What follows belongs to an exercise in optimizing a design on an open flow for small area; a production flow would make more cautious choices.
RTL that was checked went through simulation tests only; none was proved equivalent to the original.
Only the layout flow was run in runs 1 and 2; the RTL was not checked for function there.
Power figures rest on the tool's default switching activity, not on a simulated workload.

==> flow/config.mk <==
export PLATFORM = sky130hd
export DESIGN_NAME = mult_top
export DESIGN_NICKNAME = mult_top
export VERILOG_FILES = /design/flow/design.v
export SDC_FILE = /design/flow/constraint.sdc
export NUM_CORES = 4
export LEC_CHECK = 0
export CAP_MARGIN = 0
export CELL_PAD_IN_SITES_DETAIL_PLACEMENT = 0
export CELL_PAD_IN_SITES_GLOBAL_PLACEMENT = 0
export CORE_MARGIN = 2
export CORE_UTILIZATION = 70
export GPL_TIMING_DRIVEN = 0
export PLACE_DENSITY = 0.75
export SLEW_MARGIN = 0
==> flow/constraint.sdc <==
create_clock -name core_clock -period 10.0 [get_ports {clk}]
set_input_delay 2.0000 -clock core_clock [delete_from_list [all_inputs] [get_ports {clk}]]
set_output_delay 2.0000 -clock core_clock [all_outputs]
set_load 0.01 [all_outputs]
==> flow/design.v <==
`timescale 1ns / 1ps
module ROBA(
    input [15:0] a,
    input [15:0] b,
    input        s,
    output [31:0] p
    );
function [4:0] rexp;
    input [15:0] v;
    integer i;
    reg [3:0] e;
    reg up;
    begin
        e = 4'd0; up = 1'b0;
        for (i = 1; i < 16; i = i + 1)
            if (v[i]) begin
                e = i;
                up = (i >= 2) ? v[i-1] : 1'b0;
            end
        rexp = {up, e + up};
    end
endfunction
wire [4:0] ra = rexp(a);
wire [4:0] rb = rexp(b);
wire [3:0] ea = ra[3:0];
wire [3:0] eb = rb[3:0];
wire [16:0] d;
genvar i;
generate
    for (i = 0; i < 15; i = i + 1) begin : g_d
        assign d[i] = (|b[15:i+1]) ? b[i] : rb[4];
    end
endgenerate
assign d[15] = rb[4];
assign d[16] = rb[4];
wire [15:0] am = a - s;
wire [45:0] t1w = {15'd0, am, {15{s}}} << eb;
wire [30:0] t1 = t1w[45:15];
wire [30:0] t2 = {{14{d[16]}}, d} << ea;
assign p = {s, {31{s}} ^ (t1 + t2)};
endmodule
`timescale 1ns / 1ps
module mult_top(
    input clk,
    input  [15:0] x,
    input  [15:0] y,
    output reg [31:0] p_out
    );
    reg [15:0] X_abs;
    reg [15:0] Y_abs;
    reg        P_sign;
    wire [31:0] P_vec;
    wire nz = (|x) & (|y);
    wire [15:0] xa = x[15] ? -x : x;
    wire [15:0] ya = y[15] ? -y : y;
    ROBA mult(X_abs, Y_abs, P_sign, P_vec);
    always @(posedge clk)
    begin
        p_out  <= P_vec;
        X_abs  <= xa & {16{nz}};
        Y_abs  <= ya & {16{nz}};
        P_sign <= (x[15] ^ y[15]) & nz;
    end
endmodule
==> flow/flow/run.sh <==
#!/bin/bash
# Own area-oriented synthesis (flow/synth.tcl), then the standard layout
# with single-strength port buffers and a small clock tree. Full tool output
# goes to flow.log here; ORFS's per-step logs are under orfs/logs/.
set -euo pipefail
HERE=$(pwd)
export MY_FA=0
export MY_ABC_SCRIPT=$HERE/flow/abc_area.script
bash standard.sh SYNTH_SCRIPT=$HERE/flow/synth.tcl \
  "BUFFER_PORTS_ARGS=-buffer_cell sky130_fd_sc_hd__buf_1" \
  "CTS_ARGS=-sink_clustering_enable -repair_clock_nets -dont_use_dummy_load -root_buf sky130_fd_sc_hd__clkbuf_4 -buf_list sky130_fd_sc_hd__clkbuf_4" \
  finish > $HERE/flow.log 2>&1
==> flow/flow/abc_area.script <==
strash
dc2
dch -f
amap
strash
dc2
dch -f
amap
topo
stime -c
upsize -c -D 8000
dnsize -c -D 8000
==> flow/flow/synth.tcl <==
# Area-oriented synthesis: ORFS's synth.tcl without the Kogge-Stone adder map
# and (optionally) without full-adder extraction, with an area ABC script.
proc synth {args} { yosys synth -nofsm -noshare {*}$args }
source $::env(SCRIPTS_DIR)/synth_preamble.tcl
read_checkpoint $::env(RESULTS_DIR)/1_1_yosys_canonicalize.rtlil
hierarchy -check -top $::env(DESIGN_NAME)
synth -flatten -run :fine
synth -top $::env(DESIGN_NAME) -run fine:
chformal -remove
delete t:\$print
renames -wire
opt -purge
if { [env_var_equals MY_FA 1] } {
  extract_fa
  techmap -map $::env(ADDER_MAP_FILE)
  techmap
  opt -fast -purge
}
dfflibmap {*}$lib_args {*}$lib_dont_use_args
opt
setundef -zero
set my_abc_args [list -script $::env(MY_ABC_SCRIPT) {*}$lib_args {*}$lib_dont_use_args]
if { [env_var_exists_and_non_empty MY_ABC_D] } {
  lappend my_abc_args -D $::env(MY_ABC_D) -constr $::env(OBJECTS_DIR)/abc.constr
}
abc {*}$my_abc_args
splitnets
opt_clean -purge
hilomap -singleton -hicell {*}$::env(TIEHI_CELL_AND_PORT) -locell {*}$::env(TIELO_CELL_AND_PORT)
insbuf -buf {*}$::env(MIN_BUF_CELL_AND_PORTS)
tee -o $::env(REPORTS_DIR)/synth_stat.txt stat {*}$lib_args
check -assert -mapped
# left out here: clear keep_hierarchy, flatten, clean up, hide names made inside functions, write 1_2_yosys.v
log_cmd exec cp $::env(SDC_FILE) $::env(RESULTS_DIR)/1_synth.sdc
==> flow/standard.sh <==
#!/bin/bash
# synth_recipe.tcl (not shown) runs the flow's synth.tcl, then flattens the netlist and writes it again
# the make line also repeats each setting of config.mk as NAME=value (left out here)
make -C /OpenROAD-flow-scripts/flow DESIGN_CONFIG=/design/flow/config.mk WORK_HOME=/design/flow/orfs CLKGATE_MAP_FILE= SYNTH_SCRIPT=/design/flow/synth_recipe.tcl "${@:-finish}"
==> report_table.html, run 1 <==
<table>
<tr><th>Metric</th><th>Value</th></tr>
<tr><th colspan="2">Run status</th></tr>
<tr><td>Run status</td><td>timing/DRC/antenna clean</td></tr>
<tr><th colspan="2">Layout</th></tr>
<tr><td>Area grow syn2layout</td><td>14.19%</td></tr>
<tr><td>Count of antenna diodes in the layout</td><td>0</td></tr>
<tr><td>Register area</td><td>1303 µm²</td></tr>
<tr><td>Final std cells w/o fill</td><td>1006</td></tr>
<tr><td>Fraction of final layout cells sized beyond drive strength 1</td><td>7.387%</td></tr>
<tr><td># fillers</td><td>513</td></tr>
<tr><td>Leading cell type in the layout, fill and taps excluded</td><td>sky130_fd_sc_hd__nor2_1</td></tr>
<tr><td>Commonest cells after routing, fill and taps aside</td><td>205 x sky130_fd_sc_hd__nor2_1, 99 x sky130_fd_sc_hd__nand2_1, 80 x sky130_fd_sc_hd__o21ai_0</td></tr>
<tr><td>Final nets</td><td>942</td></tr>
<tr><td>Area occupied by multi-input gates</td><td>3711 µm²</td></tr>
<tr><th colspan="2">Synth</th></tr>
<tr><td>Leading register cell type out of synthesis</td><td>sky130_fd_sc_hd__dfxtp_1</td></tr>
<tr><td>Gate Count Post-Synth</td><td>806</td></tr>
<tr><td>Complex-gate fraction of the synthesized area</td><td>43.95%</td></tr>
<tr><td>Number of register bits inferred by synthesis</td><td>65</td></tr>
<tr><td>Post-synth net total</td><td>839</td></tr>
<tr><td>Count of flip-flops with a built-in enable after synthesis</td><td>0</td></tr>
<tr><td>Post-synthesis share of cell area spent on xor and xnor gates</td><td>0.1704%</td></tr>
<tr><td>Synth Area in Simple Gates</td><td>26.43%</td></tr>
<tr><td>Main combinational cell family by area after synthesis</td><td>compound AO/OA/AOI/OAI gates</td></tr>
<tr><td>Distinct cells, synth</td><td>33</td></tr>
<tr><td>Adder-cell area share of the yosys netlist</td><td>0%</td></tr>
<tr><td>Sequential cell area fraction in the yosys report</td><td>25.31%</td></tr>
<tr><td>Post-synthesis instance area</td><td>5141 µm²</td></tr>
<tr><td>Post-synthesis mux area share</td><td>0%</td></tr>
<tr><td>Share of async-settable or async-resettable flops after synthesis</td><td>0%</td></tr>
<tr><td>Number of warnings printed during yosys synthesis</td><td>2</td></tr>
<tr><td>Avg Cell Area, Syn</td><td>6.379 µm²</td></tr>
<tr><th colspan="2">Clock network</th></tr>
<tr><td>Deepest clock path buffer count</td><td>2</td></tr>
<tr><td>TritonCTS clock tree</td><td>built</td></tr>
<tr><td>Reg clk slew, reported paths</td><td>0.11 ns</td></tr>
<tr><td>TritonCTS Buffers</td><td>9</td></tr>
<tr><td>H-tree levels</td><td>3</td></tr>
<tr><td># clock sinks</td><td>65</td></tr>
<tr><td>Clock root buffer</td><td>sky130_fd_sc_hd__clkbuf_4</td></tr>
<tr><td>CTS Hold Buffers Added</td><td>0</td></tr>
<tr><td>Clock network latency to the later pin of the worst-skew pair</td><td>0.45 ns</td></tr>
<tr><th colspan="2">STA</th></tr>
<tr><td>Clock period minus worst slack</td><td>9.088 ns</td></tr>
<tr><td>Tightest hold margin</td><td>0.6887 ns</td></tr>
<tr><td>Slew at the pin with the worst max-slew slack</td><td>0.7673 ns</td></tr>
<tr><td>Clock Skews</td><td>0.03072 ns</td></tr>
<tr><td>Final max-slew violation count</td><td>0</td></tr>
<tr><td>Setup TNS</td><td>0 ns</td></tr>
<tr><td>Slew margin rel.</td><td>48.61%</td></tr>
<tr><td>Fin worst setup slack</td><td>0.9116 ns</td></tr>
<tr><td>Final Hold Violating Endpoints</td><td>0</td></tr>
<tr><td>Final setup viols</td><td>0</td></tr>
<tr><td>Final clock period utilization by the worst path</td><td>90.88%</td></tr>
<tr><td>Fmax</td><td>110.0 MHz</td></tr>
<tr><th colspan="2">Min path</th></tr>
<tr><td>Start point of the worst min-delay path</td><td>P_sign$_DFF_P_</td></tr>
<tr><td>Hold worst-path end</td><td>p_out[31]$_DFF_P_</td></tr>
<tr><td>Min-Delay Path Class</td><td>reg -&gt; reg</td></tr>
<tr><td>WHS Path Cells</td><td>0</td></tr>
<tr><th colspan="2">Worst setup path</th></tr>
<tr><td>Slack of the worst reg-to-reg path</td><td>0.91 ns</td></tr>
<tr><td>Reg2Reg Launch Point</td><td>Y_abs[3]$_DFF_P_</td></tr>
<tr><td>Worst setup EP type</td><td>flip-flop</td></tr>
<tr><td>Element type at the critical path start</td><td>flip-flop</td></tr>
<tr><td>Required time of the critical path</td><td>10.37 ns</td></tr>
<tr><td>R2R Path End</td><td>p_out[30]$_DFF_P_</td></tr>
<tr><td>Cell depth of the worst flop-to-flop path</td><td>73</td></tr>
<tr><td>Worst Path Class, Setup</td><td>reg -&gt; reg</td></tr>
<tr><td>Arrival time worst endpoint</td><td>9.46 ns</td></tr>
<tr><td>Critical Path Fanout Max</td><td>10</td></tr>
<tr><td>Worst path max stage delay</td><td>0.38 ns</td></tr>
<tr><td>Cell type of the slowest stage on the worst timing path</td><td>sky130_fd_sc_hd__dfxtp_1</td></tr>
<tr><td>CP dominant cell by count</td><td>sky130_fd_sc_hd__nor2_1</td></tr>
<tr><th colspan="2">Placed design</th></tr>
<tr><td>Number of instances in the placed design</td><td>972</td></tr>
<tr><td>Post-DP HPWL</td><td>10540 µm</td></tr>
<tr><td>Count of buffers from port buffering</td><td>64</td></tr>
<tr><td>Minimum setup slack after placement</td><td>0.2637 ns</td></tr>
<tr><td>Final weighted congestion in routability-driven placement</td><td>1.036</td></tr>
<tr><th colspan="2">Die</th></tr>
<tr><td>Die width</td><td>89.70 µm</td></tr>
<tr><td>Site Rows</td><td>31</td></tr>
<tr><td>DIE AREA</td><td>8046 µm²</td></tr>
<tr><td>Die height</td><td>89.70 µm</td></tr>
<tr><td>Total I/O pin count</td><td>65</td></tr>
<tr><td>Starting density of the core</td><td>71.65%</td></tr>
<tr><td>Core box area</td><td>7176 µm²</td></tr>
<tr><th colspan="2">GRT</th></tr>
<tr><td>Number of antenna violations at the first check in global routing</td><td>0</td></tr>
<tr><td>Maximum number of pins on one net before global-route repair</td><td>40</td></tr>
<tr><td>Wire length of the first global-routing pass</td><td>23060 µm</td></tr>
<tr><td>Global route total overflow</td><td>0</td></tr>
<tr><td>Total track usage</td><td>34.12%</td></tr>
<tr><td>Number of global-route vias before repair</td><td>5360</td></tr>
<tr><th colspan="2">Power</th></tr>
<tr><td>Clock network fraction of total power</td><td>11.6%</td></tr>
<tr><td>Total power divided by cell area</td><td>190.6 nW/µm²</td></tr>
<tr><td>Int Power</td><td>0.6044 mW</td></tr>
<tr><td>Leakage power</td><td>2.153 nW</td></tr>
<tr><td>Power share of the combinational group</td><td>57.5%</td></tr>
<tr><td>Switching share of power</td><td>46.00%</td></tr>
<tr><td>Share of total power in sequential cells</td><td>31.0%</td></tr>
<tr><td>Peak supply drop</td><td>0.1254 mV</td></tr>
<tr><td>Power dissipated by switching net loads</td><td>0.5148 mW</td></tr>
<tr><td>Total Power Consumption</td><td>1.119 mW</td></tr>
<tr><th colspan="2">Drt</th></tr>
<tr><td>Routed vias/inst</td><td>6.330</td></tr>
<tr><td>Antenna violation net count after detailed routing</td><td>0</td></tr>
<tr><td>Average wire length per cell after detail routing</td><td>14.93 µm</td></tr>
<tr><td>DRT iter0 DRCs</td><td>707</td></tr>
<tr><td>Number of remaining DRC errors</td><td>0</td></tr>
<tr><td>Drt first pass iters</td><td>6</td></tr>
<tr><td>Routed via count</td><td>6368</td></tr>
<tr><td>Final Routed Wirelength</td><td>15020 µm</td></tr>
<tr><th colspan="2">Job</th></tr>
<tr><td>Max Cap Violations</td><td>0</td></tr>
</table>
## routing by layer
layer,vias to the layer above,GRT usage [%],wire length (µm)
met5,-,0,0
met4,0,12.69,526
met3,78,6.454,1458
met2,367,60.67,6991
met1,2775,40.92,6043
li1,3148,-,-
## metrics by stage
step | utilization, % | instance area [µm²]
2_1_floorplan | - | 5141
3_3_place_gp | 76.72 | 5505
3_5_place_dp | 77.14 | 5535
4_1_cts | 78.08 | 5603
5_1_grt | 81.81 | 5871
6_report | 81.81 | 5871
## final cells by class
type                       count  area share, %
tap                           99          2.110
clock buffer                   9          1.151
timing repair inverter         4         0.3410
sequential                    65          22.19
timing repair buffer          87          7.055
inverter                      53          3.943
multi-input combinational    689          63.21
## what timing repair did
action | 4_1_cts | 5_1_grt
resized for setup | 0 | 18
setup buffers | 0 | 20
setup endpoints to repair | 0 | 7
## worst max-delay path by stage
| stage | startpoint | end | slack [ns] | depth (start not counted) |
|---|---|---|---|---|
| after CTS | P_sign$_DFF_P_ | p_out[30]$_DFF_P_ | 0.23 | 57 |
| after global placement | X_abs[4]$_DFF_P_ | p_out[30]$_DFF_P_ | 0.72 | 69 |
| final | Y_abs[3]$_DFF_P_ | p_out[30]$_DFF_P_ | 0.91 | 73 |
| after global routing | X_abs[4]$_DFF_P_ | p_out[30]$_DFF_P_ | -0.03 | 70 |
| after detailed placement | P_sign$_DFF_P_ | p_out[30]$_DFF_P_ | 0.26 | 57 |
| after floorplan | Y_abs[2]$_DFF_P_ | p_out[30]$_DFF_P_ | 1.98 | 69 |
## synth_stat cells (3+ instances only)
master	number	area share (%)
sky130_fd_sc_hd__o22a_1	71	12
sky130_fd_sc_hd__nor3_1	8	0.78
sky130_fd_sc_hd__o21a_1	10	1.5
sky130_fd_sc_hd__o21ai_0	82	8.0
sky130_fd_sc_hd__a21o_1	10	1.5
sky130_fd_sc_hd__or3_1	8	0.97
sky130_fd_sc_hd__a21oi_1	68	6.6
sky130_fd_sc_hd__nand2_1	100	7.3
sky130_fd_sc_hd__clkinv_1	47	3.4
sky130_fd_sc_hd__nor2_1	207	15
sky130_fd_sc_hd__inv_2	5	0.37
sky130_fd_sc_hd__dfxtp_1	65	25
sky130_fd_sc_hd__o21ai_2	7	1.2
sky130_fd_sc_hd__or2_0	4	0.49
sky130_fd_sc_hd__o21ai_1	12	1.2
sky130_fd_sc_hd__nor2b_1	8	0.97
sky130_fd_sc_hd__o22ai_1	45	5.5
sky130_fd_sc_hd__a211oi_1	27	3.9
sky130_fd_sc_hd__nand2b_1	3	0.37
## sequential cells by signal, indices dropped and copies added, names as in the netlist
signal  flops
P_sign      1
X_abs      16
Y_abs      16
p_out      32
## logic make-up (layout without fill, tap and decap cells)
family | count (synthesis) | count (layout)
AO/OA/AOI/OAI | 345 | 346
AND/OR/NAND/NOR | 342 | 342
flip-flops | 65 | 65
buffers and inverters | 53 | 153
XOR/XNOR | 1 | 1
## power groups by stage
stage / Combinational, mW / Clock, mW / Sequential (mW)
6_report: 0.643 / 0.129 / 0.347
5_1_grt: 0.705 / 0.139 / 0.352
4_1_cts: 0.598 / 0.128 / 0.347
3_5_place_dp: 0.595 / 0 / 0.353
3_3_place_gp: 0.571 / 0 / 0.351
2_1_floorplan: 0.429 / 0 / 0.377
## worst max-delay path: cells and delay by family, from the launching register on
| kind | cells | cell delay (ns) |
|---|---|---|
| compound gates | 28 | 3.84 |
| simple gates | 42 | 4.34 |
| flops | 1 | 0.38 |
| buf+inv | 3 | 0.48 |
==> run 2, diff against run 1 <==
==> flow/flow/abc_area.script (replaced) <==
strash
dch -f
amap
topo
stime -c
upsize -c -D 8000
dnsize -c -D 8000
==> report_table.html, run 2 <==
<table>
<tr><th>Metric</th><th>Value</th></tr>
<tr><th colspan="2">Synth</th></tr>
<tr><td>Leading area contributor after synthesis</td><td>sky130_fd_sc_hd__dfxtp_1</td></tr>
<tr><td>Gate Count Post-Synth</td><td>815 (+1.1%)</td></tr>
<tr><td>Post-synth net total</td><td>848 (+1.1%)</td></tr>
<tr><td>Cell types with the largest area share after synthesis</td><td>sky130_fd_sc_hd__dfxtp_1 25%, sky130_fd_sc_hd__o22a_1 11%, sky130_fd_sc_hd__nor2_1 9.5%, sky130_fd_sc_hd__o21ai_0 8.9%, sky130_fd_sc_hd__nand2_1 7.3%</td></tr>
<tr><td>Share of async-settable or async-resettable flops after synthesis</td><td>0% (unchanged)</td></tr>
<tr><td>Distinct cells, synth</td><td>31 (-6.1%)</td></tr>
<tr><td>Sequential cell area fraction in the yosys report</td><td>24.61% (-0.70 points)</td></tr>
<tr><td>Number of register bits inferred by synthesis</td><td>65 (unchanged)</td></tr>
<tr><td>Leading register cell type out of synthesis</td><td>sky130_fd_sc_hd__dfxtp_1</td></tr>
<tr><td>Number of warnings printed during yosys synthesis</td><td>2 (unchanged)</td></tr>
<tr><td>Fraction of post-synthesis cell area in the top cell type by area</td><td>24.61% (-0.70 points)</td></tr>
<tr><td>Count of flip-flops with a built-in enable after synthesis</td><td>0 (unchanged)</td></tr>
<tr><td>Commonest cells post-synth</td><td>134 x sky130_fd_sc_hd__nor2_1, 103 x sky130_fd_sc_hd__nand2_1, 94 x sky130_fd_sc_hd__o21ai_0, 91 x sky130_fd_sc_hd__clkinv_1, 68 x sky130_fd_sc_hd__o22a_1</td></tr>
<tr><td>Cell with the most instances after synthesis</td><td>sky130_fd_sc_hd__nor2_1</td></tr>
<tr><td>Post-synthesis instance area</td><td>5288 µm² (+2.8%)</td></tr>
<tr><td>Avg Cell Area, Syn</td><td>6.488 µm² (+1.7%)</td></tr>
<tr><th colspan="2">Die</th></tr>
<tr><td>DIE AREA</td><td>8265 µm² (+2.7%)</td></tr>
<tr><td>Die width</td><td>90.91 µm (+1.3%)</td></tr>
<tr><td>Die height</td><td>90.91 µm (+1.3%)</td></tr>
<tr><td>Starting density of the core</td><td>72.51% (+0.86 points)</td></tr>
<tr><td>Total I/O pin count</td><td>65 (unchanged)</td></tr>
<tr><td>Site Rows</td><td>31 (unchanged)</td></tr>
<tr><td>Core box area</td><td>7292 µm² (+1.6%)</td></tr>
<tr><th colspan="2">STA</th></tr>
<tr><td>Final clock period utilization by the worst path</td><td>89.23% (-1.7 points)</td></tr>
<tr><td>Setup TNS</td><td>0 ns (unchanged)</td></tr>
<tr><td>Setup repair after global routing missed its margin</td><td>false</td></tr>
<tr><td>Final Hold Violating Endpoints</td><td>0 (unchanged)</td></tr>
<tr><td>Clock Skews</td><td>0.02180 ns (-0.008921 ns)</td></tr>
<tr><td>Slew margin rel.</td><td>14.28% (-34 points)</td></tr>
<tr><td>Fin worst setup slack</td><td>1.077 ns (+0.1653 ns)</td></tr>
<tr><td>Clock period minus worst slack</td><td>8.923 ns (-0.1653 ns)</td></tr>
<tr><td>Final setup viols</td><td>0 (unchanged)</td></tr>
<tr><td>Slew at the pin with the worst max-slew slack</td><td>1.284 ns (+0.5168 ns)</td></tr>
<tr><td>Fmax</td><td>112.1 MHz (+1.9%)</td></tr>
<tr><td>Final max-slew violation count</td><td>0 (unchanged)</td></tr>
<tr><th colspan="2">Layout</th></tr>
<tr><td># fillers</td><td>557 (+8.6%)</td></tr>
<tr><td>Leading cell type in the layout, fill and taps excluded</td><td>sky130_fd_sc_hd__nor2_1</td></tr>
<tr><td>Fraction of final layout cells sized beyond drive strength 1</td><td>2.357% (-5.0 points)</td></tr>
<tr><td>Commonest cells after routing, fill and taps aside</td><td>134 x sky130_fd_sc_hd__nor2_1, 103 x sky130_fd_sc_hd__nand2_1, 92 x sky130_fd_sc_hd__o21ai_0</td></tr>
<tr><td>Max reg flops</td><td>32 (unchanged)</td></tr>
<tr><td>Final nets</td><td>926 (-1.7%)</td></tr>
<tr><td>Area grow syn2layout</td><td>10.06%</td></tr>
<tr><td>Largest registers ranked by flip-flop count</td><td>p_out x32, X_abs x16, Y_abs x16</td></tr>
<tr><td>Largest reg by FF count</td><td>p_out</td></tr>
<tr><td>Count of antenna diodes in the layout</td><td>0 (unchanged)</td></tr>
<tr><th colspan="2">GRT</th></tr>
<tr><td>Maximum number of pins on one net before global-route repair</td><td>41 (+2.5%)</td></tr>
<tr><td>Met2 routing resource usage after global routing</td><td>62.13% (+1.5 points)</td></tr>
<tr><td>Number of global-route vias before repair</td><td>5588 (+4.3%)</td></tr>
<tr><td>Met1 GRT Util</td><td>42.03% (+1.1 points)</td></tr>
<tr><td>Global route total overflow</td><td>0 (unchanged)</td></tr>
<tr><td>Fraction of met3 tracks used by global routing</td><td>6.928% (+0.47 points)</td></tr>
<tr><td>Wire length of the first global-routing pass</td><td>24150 µm (+4.7%)</td></tr>
<tr><td>Total track usage</td><td>34.99% (+0.87 points)</td></tr>
<tr><td>Number of antenna violations at the first check in global routing</td><td>0 (unchanged)</td></tr>
<tr><td>Busiest metal layer after global routing</td><td>met2</td></tr>
<tr><th colspan="2">Worst setup path</th></tr>
<tr><td>Worst path max stage delay</td><td>0.65 ns (+0.27 ns)</td></tr>
<tr><td>Arrival time worst endpoint</td><td>9.18 ns (-0.28 ns)</td></tr>
<tr><td>Critical Path Fanout Max</td><td>20 (+10)</td></tr>
<tr><td>Required time of the critical path</td><td>10.26 ns (-0.11 ns)</td></tr>
<tr><td>Worst setup EP type</td><td>flip-flop</td></tr>
<tr><td>Worst Path Class, Setup</td><td>reg -&gt; reg</td></tr>
<tr><td>Cell type of the slowest stage on the worst timing path</td><td>sky130_fd_sc_hd__o21ai_2</td></tr>
<tr><td>Element type at the critical path start</td><td>flip-flop</td></tr>
<tr><th colspan="2">Drt</th></tr>
<tr><td>Average wire length per cell after detail routing</td><td>14.69 µm (-1.6%)</td></tr>
<tr><td>DRT iter0 DRCs</td><td>495 (-30%)</td></tr>
<tr><td>Drt first pass iters</td><td>6 (unchanged)</td></tr>
<tr><td>Routed via count</td><td>6418 (+0.79%)</td></tr>
<tr><td>Antenna violation net count after detailed routing</td><td>0 (unchanged)</td></tr>
<tr><td>Routed vias/inst</td><td>6.483 (+2.4%)</td></tr>
<tr><td>Number of remaining DRC errors</td><td>0 (unchanged)</td></tr>
<tr><td>Final Routed Wirelength</td><td>14550 µm (-3.2%)</td></tr>
<tr><th colspan="2">Placed design</th></tr>
<tr><td>Post-DP HPWL</td><td>10680 µm (+1.3%)</td></tr>
<tr><td>Count of buffers from port buffering</td><td>64 (unchanged)</td></tr>
<tr><td>Minimum setup slack after placement</td><td>0.5622 ns (+0.2986 ns)</td></tr>
<tr><td>Final weighted congestion in routability-driven placement</td><td>0.9827 (-5.1%)</td></tr>
<tr><th colspan="2">Clock network</th></tr>
<tr><td>Clock root buffer</td><td>sky130_fd_sc_hd__clkbuf_4</td></tr>
<tr><td>Post-CTS setup buffer count</td><td>0 (unchanged)</td></tr>
<tr><td>Deepest clock path buffer count</td><td>2 (unchanged)</td></tr>
<tr><td>TritonCTS clock tree</td><td>built</td></tr>
<tr><td># clock sinks</td><td>65 (unchanged)</td></tr>
<tr><td>Reg clk slew, reported paths</td><td>0.10 ns (about the same)</td></tr>
<tr><td>Clock network latency to the later pin of the worst-skew pair</td><td>0.44 ns (about the same)</td></tr>
<tr><td>H-tree levels</td><td>3 (unchanged)</td></tr>
<tr><td>TritonCTS Buffers</td><td>9 (unchanged)</td></tr>
<tr><th colspan="2">Min path</th></tr>
<tr><td>Min-Delay Path Class</td><td>reg -&gt; reg</td></tr>
<tr><th colspan="2">Job</th></tr>
<tr><td>Max Cap Violations</td><td>0 (unchanged)</td></tr>
<tr><th colspan="2">Power</th></tr>
<tr><td>Peak supply drop</td><td>0.09483 mV (-24%)</td></tr>
<tr><td>Total power divided by cell area</td><td>181.4 nW/µm² (-4.9%)</td></tr>
<tr><td>Leakage power</td><td>1.965 nW (-8.7%)</td></tr>
<tr><th colspan="2">Run status</th></tr>
<tr><td>Run status</td><td>timing/DRC/antenna clean</td></tr>
</table>
## run 2: area by class of cell
type | instances | area [µm²] | area share, %
clock buffer | 9 | 67.56 | 1.161
inverter | 92 | 356.6 | 6.128
multi-input combinational | 658 | 3680 | 63.23
sequential | 65 | 1301 | 22.36
tap | 99 | 123.9 | 2.129
timing repair buffer | 67 | 290.3 | 4.988
## run 2: report_power, final
| part | internal, mW | total (mW) | leakage [nW] | switching (mW) |
|---|---|---|---|---|
| combinational | 0.209 | 0.582 | 1.38 | 0.372 |
| sequential | 0.318 | 0.343 | 0.547 | 0.0253 |
| clock | 0.0417 | 0.131 | 0.0414 | 0.0888 |
| total | 0.569 | 1.06 | 1.97 | 0.487 |
## run 2: worst paths after layout
check	startpoint	to	slack, ns	cells after the start
max reg2reg	Y_abs[3]$_DFF_P_	p_out[28]$_DFF_P_	1.08	50
min	P_sign$_DFF_P_	p_out[31]$_DFF_P_	1.00	0
max	Y_abs[3]$_DFF_P_	p_out[28]$_DFF_P_	1.08	50
min reg2reg	P_sign$_DFF_P_	p_out[31]$_DFF_P_	1.00	0
## run 2: worst max-delay path, delay by kind of cell, from the launching register on
kind	cells	cell delay (ns)
buf+inv	4	0.99
flops	1	0.42
compound gates	27	5.05
simple gates	19	2.29
## run 2: per-stage QoR
| step | cells | total power, mW | hold slack [ns] | util, % | area, µm² |
|---|---|---|---|---|---|
| 2_1_floorplan | 815 | 0.7651 | 0.7562 | - | 5288 |
| 3_3_place_gp | 978 | 0.8777 | 0.9959 | 77.51 | 5652 |
| 3_5_place_dp | 980 | 0.9035 | 1.032 | 77.88 | 5679 |
| 4_1_cts | 989 | 1.032 | 1.016 | 78.81 | 5747 |
| 5_1_grt | 990 | 1.130 | 1.099 | 79.80 | 5819 |
| 6_report | 990 | 1.056 | 1.004 | 79.80 | 5819 |
## run 2: cells by family (layout without fill, tap and decap cells)
kind of cell | Yosys count | count (layout) | synth area share [%]
compound gates | 386 | 386 | 48.18
simple gates | 272 | 272 | 20.68
buf+inv | 92 | 168 | 6.531
flops | 65 | 65 | 24.61
## run 2: routing by layer
layer  vias to the layer above  share of wire (%)
li1                       3219                  -
met1                      2850                 41
met3                        35                8.3
met5                         -                  0
met4                         0                2.0
met2                       314                 48
## run 2: repair_timing
action | CTS | global route
resized for setup | 0 | 8
hold buffers | 0 | 0
endpoints found under the setup margin | 0 | 12
hold endpoints to repair | 0 | 0
==> run 3, diff against run 2 <==
--- a/flow/design.v
+++ b/flow/design.v
@@ -26,2 +26,5 @@
 wire [3:0] eb = rb[3:0];
+wire nza = |a;
+wire nzb = |b;
+wire se = s & nza & nzb;
 wire [16:0] d;
@@ -35,7 +38,8 @@
 assign d[16] = rb[4];
-wire [15:0] am = a - s;
-wire [45:0] t1w = {15'd0, am, {15{s}}} << eb;
-wire [30:0] t1 = t1w[45:15];
-wire [30:0] t2 = {{14{d[16]}}, d} << ea;
-assign p = {s, {31{s}} ^ (t1 + t2)};
+wire [16:0] dm = d & {17{nza}};
+wire [15:0] am = (a - se) & {16{nzb}};
+wire [46:0] t1w = {16'd0, am, {15{se}}} << eb;
+wire [31:0] t1 = t1w[46:15];
+wire [31:0] t2 = {{15{dm[16]}}, dm} << ea;
+assign p = {32{se}} ^ (t1 + t2);
 endmodule
@@ -52,5 +56,2 @@
     wire [31:0] P_vec;
-    wire nz = (|x) & (|y);
-    wire [15:0] xa = x[15] ? -x : x;
-    wire [15:0] ya = y[15] ? -y : y;
     ROBA mult(X_abs, Y_abs, P_sign, P_vec);
@@ -59,5 +60,5 @@
         p_out  <= P_vec;
-        X_abs  <= xa & {16{nz}};
-        Y_abs  <= ya & {16{nz}};
-        P_sign <= (x[15] ^ y[15]) & nz;
+        X_abs  <= x[15] ? -x : x;
+        Y_abs  <= y[15] ? -y : y;
+        P_sign <= x[15] ^ y[15];
     end
--- a/flow/flow/run.sh
+++ b/flow/flow/run.sh
@@ -10,3 +10,3 @@
   "BUFFER_PORTS_ARGS=-buffer_cell sky130_fd_sc_hd__buf_1" \
-  "CTS_ARGS=-sink_clustering_enable -repair_clock_nets -dont_use_dummy_load -root_buf sky130_fd_sc_hd__clkbuf_4 -buf_list sky130_fd_sc_hd__clkbuf_4" \
+  "CTS_ARGS=-sink_clustering_enable -repair_clock_nets -dont_use_dummy_load -root_buf sky130_fd_sc_hd__clkbuf_8 -buf_list sky130_fd_sc_hd__clkbuf_4 -sink_clustering_size 16" \
   finish > $HERE/flow.log 2>&1
--- a/flow/config.mk
+++ b/flow/config.mk
@@ -7,3 +7,3 @@
 export LEC_CHECK = 0
-export CAP_MARGIN = 0
+export CAP_MARGIN = 20
 export CELL_PAD_IN_SITES_DETAIL_PLACEMENT = 0
@@ -11,5 +11,4 @@
 export CORE_MARGIN = 2
-export CORE_UTILIZATION = 70
+export CORE_UTILIZATION = 50
 export GPL_TIMING_DRIVEN = 0
-export PLACE_DENSITY = 0.75
-export SLEW_MARGIN = 0
+export SLEW_MARGIN = 20
==> report_table.html, run 3 <==
<table>
<tr><th>Metric</th><th>Value</th></tr>
<tr><th colspan="2">Worst setup path</th></tr>
<tr><td>Cell class contributing the biggest share of worst-path delay</td><td>simple AND/OR/NAND/NOR gates</td></tr>
<tr><td>Worst Path Class, Setup</td><td>reg -&gt; reg</td></tr>
<tr><td>Critical Path Stages</td><td>47 (-6.0%)</td></tr>
<tr><td>Slack of the worst reg-to-reg path</td><td>1.16 ns (+0.09 ns)</td></tr>
<tr><td>Total buffers and inverters traversed by the critical path</td><td>4 (unchanged)</td></tr>
<tr><td>Worst setup EP type</td><td>flip-flop</td></tr>
<tr><td>Cell depth of the worst flop-to-flop path</td><td>47 (-6.0%)</td></tr>
<tr><td>Cell type of the slowest stage on the worst timing path</td><td>sky130_fd_sc_hd__a2111oi_2</td></tr>
<tr><td>Critical path endpoint</td><td>p_out[31]$_DFF_P_</td></tr>
<tr><td>Critical Path Fanout Max</td><td>48 (+140%)</td></tr>
<tr><td>Arrival time worst endpoint</td><td>9.06 ns (-0.12 ns)</td></tr>
<tr><td>Element type at the critical path start</td><td>flip-flop</td></tr>
<tr><td>CP dominant cell by count</td><td>sky130_fd_sc_hd__nand2_1</td></tr>
<tr><td>Origin of the worst setup path</td><td>Y_abs[15]$_SDFF_PN0_</td></tr>
<tr><td>R2R Path End</td><td>p_out[31]$_DFF_P_</td></tr>
<tr><td>Worst path max stage delay</td><td>0.42 ns (-0.23 ns)</td></tr>
<tr><td>Reg2Reg Launch Point</td><td>Y_abs[15]$_SDFF_PN0_</td></tr>
<tr><td>Required time of the critical path</td><td>10.22 ns (-0.04 ns)</td></tr>
<tr><th colspan="2">Synth</th></tr>
<tr><td>Gate Count Post-Synth</td><td>847 (+3.9%)</td></tr>
<tr><td>Number of register bits inferred by synthesis</td><td>65 (unchanged)</td></tr>
<tr><td>Distinct cells, synth</td><td>31 (unchanged)</td></tr>
<tr><td>Cell with the most instances after synthesis</td><td>sky130_fd_sc_hd__nor2_1</td></tr>
<tr><td>Leading area contributor after synthesis</td><td>sky130_fd_sc_hd__dfxtp_1</td></tr>
<tr><td>Commonest cells post-synth</td><td>158 x sky130_fd_sc_hd__nor2_1, 118 x sky130_fd_sc_hd__o21ai_0, 99 x sky130_fd_sc_hd__nand2_1, 87 x sky130_fd_sc_hd__a21oi_1, 66 x sky130_fd_sc_hd__o22a_1</td></tr>
<tr><td>Share of async-settable or async-resettable flops after synthesis</td><td>0% (unchanged)</td></tr>
<tr><td>Count of flip-flops with a built-in enable after synthesis</td><td>0 (unchanged)</td></tr>
<tr><td>Post-synth net total</td><td>880 (+3.8%)</td></tr>
<tr><td>Avg Cell Area, Syn</td><td>6.355 µm² (-2.0%)</td></tr>
<tr><td>Sequential cell area fraction in the yosys report</td><td>24.17% (-0.43 points)</td></tr>
<tr><td>Cell types with the largest area share after synthesis</td><td>sky130_fd_sc_hd__dfxtp_1 24%, sky130_fd_sc_hd__nor2_1 11%, sky130_fd_sc_hd__o21ai_0 11%, sky130_fd_sc_hd__o22a_1 11%, sky130_fd_sc_hd__a21oi_1 8.1%</td></tr>
<tr><td>Post-synthesis instance area</td><td>5383 µm² (+1.8%)</td></tr>
<tr><td>Number of warnings printed during yosys synthesis</td><td>2 (unchanged)</td></tr>
<tr><td>Fraction of post-synthesis cell area in the top cell type by area</td><td>24.17% (-0.43 points)</td></tr>
<tr><td>Leading register cell type out of synthesis</td><td>sky130_fd_sc_hd__dfxtp_1</td></tr>
<tr><th colspan="2">Job</th></tr>
<tr><td>Max Cap Violations</td><td>0 (unchanged)</td></tr>
<tr><th colspan="2">Placed design</th></tr>
<tr><td>Minimum setup slack after placement</td><td>0.6747 ns (+0.1125 ns)</td></tr>
<tr><td>Post-DP HPWL</td><td>11200 µm (+4.9%)</td></tr>
<tr><td>Count of buffers from port buffering</td><td>64 (unchanged)</td></tr>
<tr><td>Final weighted congestion in routability-driven placement</td><td>0.9795 (-0.33%)</td></tr>
<tr><th colspan="2">Power</th></tr>
<tr><td>Leakage power</td><td>2.078 nW (+5.7%)</td></tr>
<tr><td>Total Power Consumption</td><td>1.116 mW (+5.7%)</td></tr>
<tr><td>Peak supply drop</td><td>0.08980 mV (-5.3%)</td></tr>
<tr><td>Total power divided by cell area</td><td>184.3 nW/µm² (+1.6%)</td></tr>
<tr><th colspan="2">Drt</th></tr>
<tr><td>Routed vias/inst</td><td>5.881 (-9.3%)</td></tr>
<tr><td>Average wire length per cell after detail routing</td><td>13.89 µm (-5.5%)</td></tr>
<tr><td>Number of remaining DRC errors</td><td>0 (unchanged)</td></tr>
<tr><td>Final Routed Wirelength</td><td>14780 µm (+1.6%)</td></tr>
<tr><td>Drt first pass iters</td><td>5 (-1)</td></tr>
<tr><td>Antenna violation net count after detailed routing</td><td>0 (unchanged)</td></tr>
<tr><td>DRT iter0 DRCs</td><td>453 (-8.5%)</td></tr>
<tr><td>Routed via count</td><td>6257 (-2.5%)</td></tr>
<tr><th colspan="2">STA</th></tr>
<tr><td>Final max-slew violation count</td><td>0 (unchanged)</td></tr>
<tr><td>Final setup viols</td><td>0 (unchanged)</td></tr>
<tr><td>Clock period minus worst slack</td><td>8.836 ns (-0.08736 ns)</td></tr>
<tr><td>Slew at the pin with the worst max-slew slack</td><td>0.9796 ns (-0.3044 ns)</td></tr>
<tr><td>Fin worst setup slack</td><td>1.164 ns (+0.08736 ns)</td></tr>
<tr><td>Final clock period utilization by the worst path</td><td>88.36% (-0.87 points)</td></tr>
<tr><td>Fmax</td><td>113.2 MHz (+0.99%)</td></tr>
<tr><td>Final Hold Violating Endpoints</td><td>0 (unchanged)</td></tr>
<tr><td>Slew margin rel.</td><td>34.25% (+20 points)</td></tr>
<tr><td>Clock Skews</td><td>0.01187 ns (-0.009928 ns)</td></tr>
<tr><td>Setup TNS</td><td>0 ns (unchanged)</td></tr>
<tr><th colspan="2">Layout</th></tr>
<tr><td>Fraction of the core area covered by cells at the end of the flow</td><td>58.39% (-21 points)</td></tr>
<tr><td>Leading cell type in the layout, fill and taps excluded</td><td>sky130_fd_sc_hd__nor2_1</td></tr>
<tr><td>Count of antenna diodes in the layout</td><td>0 (unchanged)</td></tr>
<tr><td># fillers</td><td>1050 (+89%)</td></tr>
<tr><td>Max reg flops</td><td>32 (unchanged)</td></tr>
<tr><td>Largest reg by FF count</td><td>p_out</td></tr>
<tr><td>Fraction of final layout cells sized beyond drive strength 1</td><td>3.987% (+1.6 points)</td></tr>
<tr><td>Largest registers ranked by flip-flop count</td><td>p_out x32, X_abs x16, Y_abs x16</td></tr>
<tr><td>Commonest cells after routing, fill and taps aside</td><td>157 x sky130_fd_sc_hd__nor2_1, 114 x sky130_fd_sc_hd__o21ai_0, 99 x sky130_fd_sc_hd__nand2_1</td></tr>
<tr><td>Final nets</td><td>963 (+4.0%)</td></tr>
<tr><td>Area grow syn2layout</td><td>12.48%</td></tr>
<tr><th colspan="2">GRT</th></tr>
<tr><td>Maximum number of pins on one net before global-route repair</td><td>49 (+20%)</td></tr>
<tr><td>Number of global-route vias before repair</td><td>5437 (-2.7%)</td></tr>
<tr><td>Wire length of the first global-routing pass</td><td>24520 µm (+1.5%)</td></tr>
<tr><td>Number of antenna violations at the first check in global routing</td><td>0 (unchanged)</td></tr>
<tr><td>Global route total overflow</td><td>0 (unchanged)</td></tr>
<tr><td>Total track usage</td><td>25.93% (-9.1 points)</td></tr>
<tr><th colspan="2">Die</th></tr>
<tr><td>Die height</td><td>107.8 µm (+19%)</td></tr>
<tr><td>DIE AREA</td><td>11610 µm² (+40%)</td></tr>
<tr><td>Core box area</td><td>10370 µm² (+42%)</td></tr>
<tr><td>Total I/O pin count</td><td>65 (unchanged)</td></tr>
<tr><td>Starting density of the core</td><td>51.91% (-21 points)</td></tr>
<tr><td>Site Rows</td><td>37 (+19%)</td></tr>
<tr><td>Die width</td><td>107.8 µm (+19%)</td></tr>
<tr><th colspan="2">Clock network</th></tr>
<tr><td>Count of cells resized by post-cts repair</td><td>0 (unchanged)</td></tr>
<tr><td>CTS Hold Buffers Added</td><td>0 (unchanged)</td></tr>
<tr><td>Post-CTS setup buffer count</td><td>0 (unchanged)</td></tr>
<tr><td>Clock network latency to the later pin of the worst-skew pair</td><td>0.35 ns (-0.09 ns)</td></tr>
<tr><td>H-tree levels</td><td>3 (unchanged)</td></tr>
<tr><td>TritonCTS Buffers</td><td>9 (unchanged)</td></tr>
<tr><td>Deepest clock path buffer count</td><td>2 (unchanged)</td></tr>
<tr><td>Reg clk slew, reported paths</td><td>0.07 ns (-0.03 ns)</td></tr>
<tr><td>TritonCTS clock tree</td><td>built</td></tr>
<tr><td># clock sinks</td><td>65 (unchanged)</td></tr>
<tr><td>Clock root buffer</td><td>sky130_fd_sc_hd__clkbuf_8</td></tr>
<tr><th colspan="2">Run status</th></tr>
<tr><td>Run status</td><td>timing/DRC/antenna clean</td></tr>
<tr><th colspan="2">Min path</th></tr>
<tr><td>Min-Delay Path Class</td><td>reg -&gt; reg</td></tr>
</table>
-- run 3: cell count changes in the layout (fill, tap and decap cells not counted), moves of 12 or more --
cell                       change
sky130_fd_sc_hd__a221oi_1     -18
sky130_fd_sc_hd__o22ai_1      -13
sky130_fd_sc_hd__or3_1        +19
sky130_fd_sc_hd__a311oi_1     -12
sky130_fd_sc_hd__o21ai_0      +22
sky130_fd_sc_hd__a21oi_1      +20
sky130_fd_sc_hd__clkinv_1     -31
sky130_fd_sc_hd__nor2_1       +23
-- run 3: worst min-delay path, stage by stage (launching register included) --
cell	delay (ns)
sky130_fd_sc_hd__dfxtp_1	0.31
sky130_fd_sc_hd__nand2_1	0.07
sky130_fd_sc_hd__nor2_2	0.10
sky130_fd_sc_hd__nand2_1	0.07
sky130_fd_sc_hd__o21ai_0	0.06
-- run 3: power breakdown --
part           internal [mW]  leakage, nW  total, mW  switching [mW]
Sequential             0.319        0.547      0.340          0.0210
Combinational          0.223         1.47      0.601           0.378
Clock                 0.0802       0.0647      0.175          0.0952
-- run 3: how the worst min path moves through the flow --
stage	cells past startpoint	startpoint	slack [ns]	to
global placement	4	P_sign$_DFF_P_	0.97	p_out[30]$_DFF_P_
floorplan	4	P_sign$_DFF_P_	0.76	p_out[3]$_DFF_P_
global route	3	P_sign$_DFF_P_	0.74	p_out[26]$_DFF_P_
CTS	4	P_sign$_DFF_P_	0.67	p_out[30]$_DFF_P_
finish	4	P_sign$_DFF_P_	0.67	p_out[30]$_DFF_P_
detailed placement	4	P_sign$_DFF_P_	0.65	p_out[30]$_DFF_P_
-- run 3: cells by family (layout without fill, tap and decap cells) --
logic type      count (synthesis)  count (layout)  synth area share, %
simple gates                  326             326                25.76
compound gates                391             391                45.54
buf+inv                        65             146                4.533
flops                          65              65                24.17
-- run 3: layout make-up --
cell class	instances	area [µm²]	share of cell area [%]
clock buffers	9	123.9	2.046
inverters	65	264.0	4.360
multi-input cells	717	3885	64.17
flip-flops and latches	65	1301	21.49
well taps	136	170.2	2.810
repair buffers	70	300.3	4.960
repair inverters	2	10.01	0.1653
-- run 3: metal layers --
layer	share of wire, %	track usage [%]	vias up	wire (µm)
met4	1.1	6.227	0	159
li1	-	-	3289	-
met3	6.0	4.903	18	880
met1	47	33.42	2782	6974
met5	0	0	-	0
met2	46	44.56	168	6761
-- run 3: per-stage QoR --
step                hold slack (ns)  std cells  area, µm²
floorplan                    0.7595        847       5383
global placement             0.9658       1047       5793
detailed placement           0.6521       1053       5877
CTS                          0.6719       1062       6001
global route                 0.7379       1064       6055
finish                       0.6662       1064       6055

==> afterwards: timing with drivers on the ports <==
The results above use ideal ports. As a check the final layouts listed here were re-extracted and re-timed, cells and wires unchanged. Step 1 (the two cells are an assumption about what drives the block):
set clk [get_ports {clk}]
set_driving_cell -lib_cell sky130_fd_sc_hd__clkbuf_16 $clk
set_driving_cell -lib_cell sky130_fd_sc_hd__buf_2 [delete_from_list [all_inputs] $clk]
Step 2 times the ports against the registers' clock, not the clock port: input delays grow and output delays shrink by t, the midpoint of the rising clock arrivals with the driver on. Three values: no drivers, after step 1, after step 2; two values: the first two.
run	shift t [ns]	slack for setup (ns)	hold slack, ns	worst setup path after step 2
run 1	0.466	0.912 / 0.912 / 0.912	0.689 / 0.689 / 0.689	register to register
run 2	0.458	1.077 / 1.077 / 1.077	1.004 / 1.004 / 1.004	register to register
run 3	0.381	1.164 / 1.164 / 1.164	0.666 / 0.666 / 0.666	register to register
After both steps every run listed still meets setup and hold.
